This design comes from an exercise in tuning for small area, a short achievable clock period and few clock cycles on the open sky130 flow, not from production work. Function was checked by simulation only, so behaviour that the tests miss may differ from the original. Power figures rest on the tool's default switching activity, not on a simulated workload.

==> flow/design.v, too long to show whole: its modules and the start of the top module <==
// module adder: 3564 lines
module adder(
    input wire [380:0] A,
    input wire [380:0] B,
    input wire clk,
    input wire reset,
    input wire start,
    output wire [380:0] S,
    output wire carry,
    output wire done
);
  // ...
==> flow/run.sh <==
#!/bin/bash
# synth_recipe.tcl (not shown) runs the flow's synth.tcl, then flattens the netlist and writes it again
# the make line also repeats each setting of config.mk as NAME=value (left out here)
make -C /OpenROAD-flow-scripts/flow DESIGN_CONFIG=/design/flow/config.mk WORK_HOME=/design/flow/orfs CLKGATE_MAP_FILE= SYNTH_SCRIPT=/design/flow/synth_recipe.tcl finish
==> flow/config.mk <==
export PLATFORM = sky130hd
export DESIGN_NAME = adder
export DESIGN_NICKNAME = adder
export VERILOG_FILES = /design/flow/design.v
export SDC_FILE = /design/flow/constraint.sdc
export NUM_CORES = 4
export LEC_CHECK = 0
export CAP_MARGIN = 20
export CORE_AREA = 10 10 410 410
export DIE_AREA = 0 0 420 420
export SLEW_MARGIN = 20
==> flow/constraint.sdc <==
create_clock -name core_clock -period 5.0 [get_ports {clk}]
set_input_delay 1.0000 -clock core_clock [delete_from_list [all_inputs] [get_ports {clk}]]
set_output_delay 1.0000 -clock core_clock [all_outputs]
set_load 0.01 [all_outputs]
==> impl_results.md, run 1 <==
- Crit path capture type: register
- Max reg flops: 382
- Antenna cells: 14
- RSZ-0062 raised after global routing: yes
- Util after Layout: 30.6%
- Largest family of logic cells by synthesized area: adder cells
- Final period util: 98.0%
- Tot Pwr: 13.7 mW
- Port-buffer cells: 1147
- Status: finished clean
- Highest routing layer actually used: met5
- WHS Endpoint: done_q
- DR vias: 27242
- Via density: 4.21
- Met2 wire length: 81.3 mm
- GRT Util Overall: 17.0%
- Busiest grt layer: met2
- Post-Syn Area: 27100 sq um
- Std-Cell Rows: 146
- Met1 usage: 18.8%
- Top flop regs: sum_q (382), done_q (1)
- Comb power frac: 39.7%
- Relative slew slack: 34.7%
- Synth area leaders: edfxtp_1, ha_1, xnor2_1
- Setup bufs post-CTS: 8
- Signal inverters: 82
- Met3 wire length: 12.4 mm
- Vias in the first global route: 28178
- Remaining Overflow, GRT: 0
- Placed Cells: 6342
- Post-CTS Resized: 40
- Async set-reset flop share out of synthesis: 0%
- Fin Setup TNS: 0 ns
- Clock root buffer: clkbuf_16
- CTS buffer count: 54
- Synth Area in Compound Gates: 16.4%
- Clock power share: 27.5%
- Hold slack final: 0.557 ns
- Final Instance Count excl. Fillers: 6470
- Setup crit end: sum_q[374]
Testbench counts, summed over its fixed seeds: cycles 200.
==> inputs of run 2 (changes only) <==
==> flow/flow/run.sh (new file) <==
#!/bin/bash
# Own flow: the standard layout (standard synthesis included), with every
# input and output port buffered by a plain buf_1 instead of the delay buffer
# buffer_ports picks by default. make's full output goes to flow_make.log.
set -euo pipefail
bash standard.sh "BUFFER_PORTS_ARGS=-buffer_cell sky130_fd_sc_hd__buf_1" finish > flow_make.log 2>&1
==> flow/standard.sh (new file) <==
#!/bin/bash
# synth_recipe.tcl (not shown) runs the flow's synth.tcl, then flattens the netlist and writes it again
# the make line also repeats each setting of config.mk as NAME=value (left out here)
make -C /OpenROAD-flow-scripts/flow DESIGN_CONFIG=/design/flow/config.mk WORK_HOME=/design/flow/orfs CLKGATE_MAP_FILE= SYNTH_SCRIPT=/design/flow/synth_recipe.tcl "${@:-finish}"
removed: flow/run.sh
==> impl_results.md, run 2 <==
- Status: finished clean (unchanged)
- Starting Density: 17.1% (unchanged)
- Synth Area in Simple Gates: 12.0% (unchanged)
- Syn Area/Cell: 11.1 sq um (unchanged)
- Initial antenna violation count: 32 (was 31)
- Antenna Violating Nets Remaining: 0 (unchanged)
- Hold Path Origin: done_q (unchanged)
- Clock root buffer: clkbuf_16 (unchanged)
- Commonest non-fill, non-tap cell in the layout: buf_1 (was clkdlybuf4s50_1)
- Syn_nets: 3604 (unchanged)
- Fmax: 208 MHz (was 204 MHz)
- Tmin final: 4.82 ns (was 4.90 ns)
- H-tree depth: 2 (unchanged)
- Die Y: 420 um (unchanged)
- Synth Area in Compound Gates: 16.4% (unchanged)
- IO Count: 1148 (unchanged)
- Max reg flops: 382 (unchanged)
- Relative slew slack: 48.4% (was 34.7%)
- First-pass GRT wire length: 211 mm (was 213 mm)
- Placement Cell Area: 38300 sq um (was 46300 sq um)
- Final Hold Fails: 0 (unchanged)
- DRT Wirelength: 158 mm (was 160 mm)
- Placement Setup Slack: -0.933 ns (was -1.28 ns)
- Tightest Pin Transition: 0.777 ns (was 0.980 ns)
- Max cap viols: 0 (unchanged)
- Part of the Yosys area used for sequential elements: 42.4% (unchanged)
- Worst r2r src: done_q (unchanged)
- Largest family of logic cells by synthesized area: adder cells (unchanged)
- Area added between synthesis and finish: 48.3% (was 79.3%)
- Most frequent cells after synthesis: edfxtp_1, ha_1, nor2_1 (unchanged)
- Final Max Slew Viols: 0 (unchanged)
- Hold WC Path Type: reg -> reg (unchanged)
- Port-buffer cells: 1147 (unchanged)
- CTS buffer count: 53 (was 54)
- Std-Cell Rows: 146 (unchanged)
- Mux cell area share after synthesis: 0.0416% (unchanged)
- Setup slack, reg-to-reg: 4.44 ns (was 4.37 ns)
- 1st-iter DRT viols: 1805 (was 1710)
- Yosys reg bits: 383 (unchanged)
- XOR/XNOR Fraction of Synth Area: 9.73% (unchanged)
- Post-Syn Area: 27100 sq um (unchanged)
- Syn. warnings: 1 (unchanged)
- CP Launch Type: input pin (unchanged)
- Final period util: 96.4% (was 98.0%)
- DRT Pass-1 Iters: 6 (was 5)
- Post-DP HPWL: 140 mm (was 142 mm)
- Hold path depth: 2 (unchanged)
- Synth area leader: edfxtp_1 (unchanged)
- Placed Cells: 6233 (was 6342)
- Crit Path Class: in -> reg (unchanged)
- Final GP Congestion: 1.01 (was 0.988)
- Leak: 16.4 nW (was 20.3 nW)
- Util after Layout: 25.3% (was 30.6%)
- Via density: 4.29 (was 4.21)
- Final Instance Count excl. Fillers: 6350 (was 6470)
- DR vias: 27216 (was 27242)
- Leading cell type by number of instances after synthesis: edfxtp_1 (unchanged)
- Worst EP arrival: 5.21 ns (was 5.35 ns)
- Clk buf depth: 3 (unchanged)
- CTS sink count: 383 (unchanged)
- Remaining Overflow, GRT: 0 (unchanged)
- DRC: 0 (unchanged)
- DIE WIDTH: 420 um (unchanged)
- Hold slack final: 0.487 ns (was 0.557 ns)
- Fraction of layout cells with a size suffix above 1: 16.6% (was 19.5%)
- RSZ-0062 raised after global routing: yes (unchanged)
- Number of synthesized flops with an enable pin: 382 (unchanged)
- GRT Util Overall: 16.8% (was 17.0%)
- Largest net degree at the start of global routing: 91 (was 87)
- Synth cell types: 86 (unchanged)
- CTS tree: yes (unchanged)
- Setup WS post-layout: 0.181 ns (was 0.102 ns)
- Clk slew on worst S/H paths: 0.06 ns (about the same)
- Hold buffers post-CTS: 0 (unchanged)
- Top flop regs: sum_q (382), done_q (1) (unchanged)
- Post-synth top area share: 42.3% (unchanged)
- Skew-Pair Late Insertion Delay: 0.62 ns (was 0.63 ns)
- Reg2Reg Depth: 2 (unchanged)
- Peak VDD IR: 0.000222 V (was 0.000221 V)
- Leading cell types in the layout, fill and taps excluded: buf_1, buf_4, edfxtp_1 (was clkdlybuf4s50_1, buf_4, edfxtp_1)
- Core region area: 159000 sq um (unchanged)
- Power per Cell Area: 315 nW/um^2 (was 282 nW/um^2)
- Final number of setup-violating endpoints: 0 (unchanged)
- CP required: 5.39 ns (was 5.45 ns)
- Crit path capture type: register (unchanged)
- Vias in the first global route: 28070 (was 28178)
- Synth Flop Type: edfxtp_1 (unchanged)
- Per-cell routed wire length: 24.8 um (about the same)
- Reg-to-reg endpoint: done_q (unchanged)
- Reg with most FFs: sum_q (unchanged)
- Worst-path maximum fanout: 3 (was 5)
- Cell count after synthesis: 2450 (unchanged)
- Final #Nets: 5379 (was 5496)
- Design area: 40200 sq um (was 48600 sq um)
- Async set-reset flop share out of synthesis: 0% (unchanged)
- Synth area leaders: edfxtp_1, ha_1, xnor2_1 (unchanged)
- Worst Skew: 0 ns (unchanged)
- Synth Area in Adders: 18.2% (unchanged)
- WHS Endpoint: done_q (unchanged)
- Die ar.: 176000 sq um (unchanged)
[run 2: where the power goes]
part           total [mW]  switching [mW]  leakage (nW)  internal, mW
Sequential           4.51           0.261          3.75          4.25
Combinational        4.31            2.51          11.8          1.80
Clock                3.85            1.64         0.820          2.21
Total                12.7            4.41          16.4          8.26
[run 2: worst max-delay path by stage]
| stage | cells after the start | to | from | slack [ns] |
|---|---|---|---|---|
| final | 22 | sum_q[254] | A[0] | 0.18 |
| after global routing | 21 | sum_q[271] | A[213] | -0.01 |
| after CTS | 18 | sum_q[316] | A[213] | 0.0004 |
| after detailed placement | 20 | sum_q[369] | A[54] | -0.93 |
| after global placement | 21 | sum_q[254] | A[49] | -0.92 |
| after floorplan | 16 | sum_q[63] | A[0] | 0.58 |
[run 2: cell families (layout without fill, tap and decap cells)]
family | count (synthesis) | count (layout)
mux | 1 | 1
xor+xnor | 301 | 301
fa+ha+maj | 389 | 389
buf+inv | 83 | 1901
flops | 383 | 383
other cells | 0 | 10
simple gates | 636 | 636
compound gates | 657 | 657
[run 2: area by class of cell]
| cell class | instances | area [sq um] |
|---|---|---|
| fill | 17220 | 119000 |
| multi-input combinational | 1984 | 15300 |
| sequential | 383 | 11500 |
| timing repair buffer | 1721 | 8730 |
| tap | 2072 | 2590 |
| clock buffer | 61 | 1360 |
| clock inverter | 37 | 358 |
| inverter | 82 | 308 |
| antenna | 10 | 25.0 |
[run 2: what timing repair did]
| action | 4_1_cts | 5_1_grt |
|---|---|---|
| gates resized for setup | 1 | 3 |
| setup endpoints to repair | 20 | 75 |
| endpoints found under the hold margin | 0 | 0 |
| buffers inserted | 6 | 3 |
| pin swaps | 2 | 4 |
[run 2: per-layer routing]
layer | wire length (um) | track usage [%]
met4 | 7600 | 7.13
met5 | 143 | 0
met2 | 77100 | 29.5
met1 | 60200 | 18.9
met3 | 12500 | 4.68
[run 2: worst max-delay path: stages]
cell,delay (ns)
buf_1,0.12
ha_1,0.22
fa_1,0.46
a211oi_1,0.28
nor3_1,0.10
o21ai_0,0.31
nand2_1,0.14
a22oi_2,0.21
buf_12,0.15
a211oi_4,0.06
buf_12,0.13
buf_4,0.13
o21ai_0,0.15
o211ai_1,0.17
buf_4,0.19
a21boi_1,0.38
buf_4,0.21
o21ai_1,0.07
a21o_1,0.22
a21o_1,0.20
a21oi_1,0.18
xnor2_1,0.09
[run 2: metrics by stage]
step / setup TNS [ns] / power (mW)
after floorplan: 0 / 6.42
after global placement: -109.83 / 8.86
after detailed placement: -117.78 / 8.89
after CTS: 0 / 12.9
after global routing: -0.0182 / 13.3
final: 0 / 12.7

re-timing with driven ports:
The flow's constraints put no driver on any port. The routed layouts listed below were extracted and timed again, unchanged, in two steps. Step 1: set_driving_cell puts a clkbuf_16 on clk and a buf_2 on each other input, an assumption about the parent block. Step 2 adds t to the input delays and takes it off the output delays; t is the mean of the earliest and latest rising clock arrival at the registers after step 1. Input paths then give back, and output paths get back, about the clock's delay inside the block. Slacks: ideal / step 1 / step 2; pairs: ideal / step 1.
run	t (ns)	slack for setup (ns)	cell pins on the clock port's net
run 1	0.698	0.102 / 0.115 / -0.583	1
run 2	0.707	0.181 / 0.232 / -0.475	1
With both steps, setup timing fails in run 1 and run 2, where it was met with ideal ports. For run 1, which loses most, drivers alone change the setup slack by +0.013 ns; drivers and shift together by -0.685 ns.
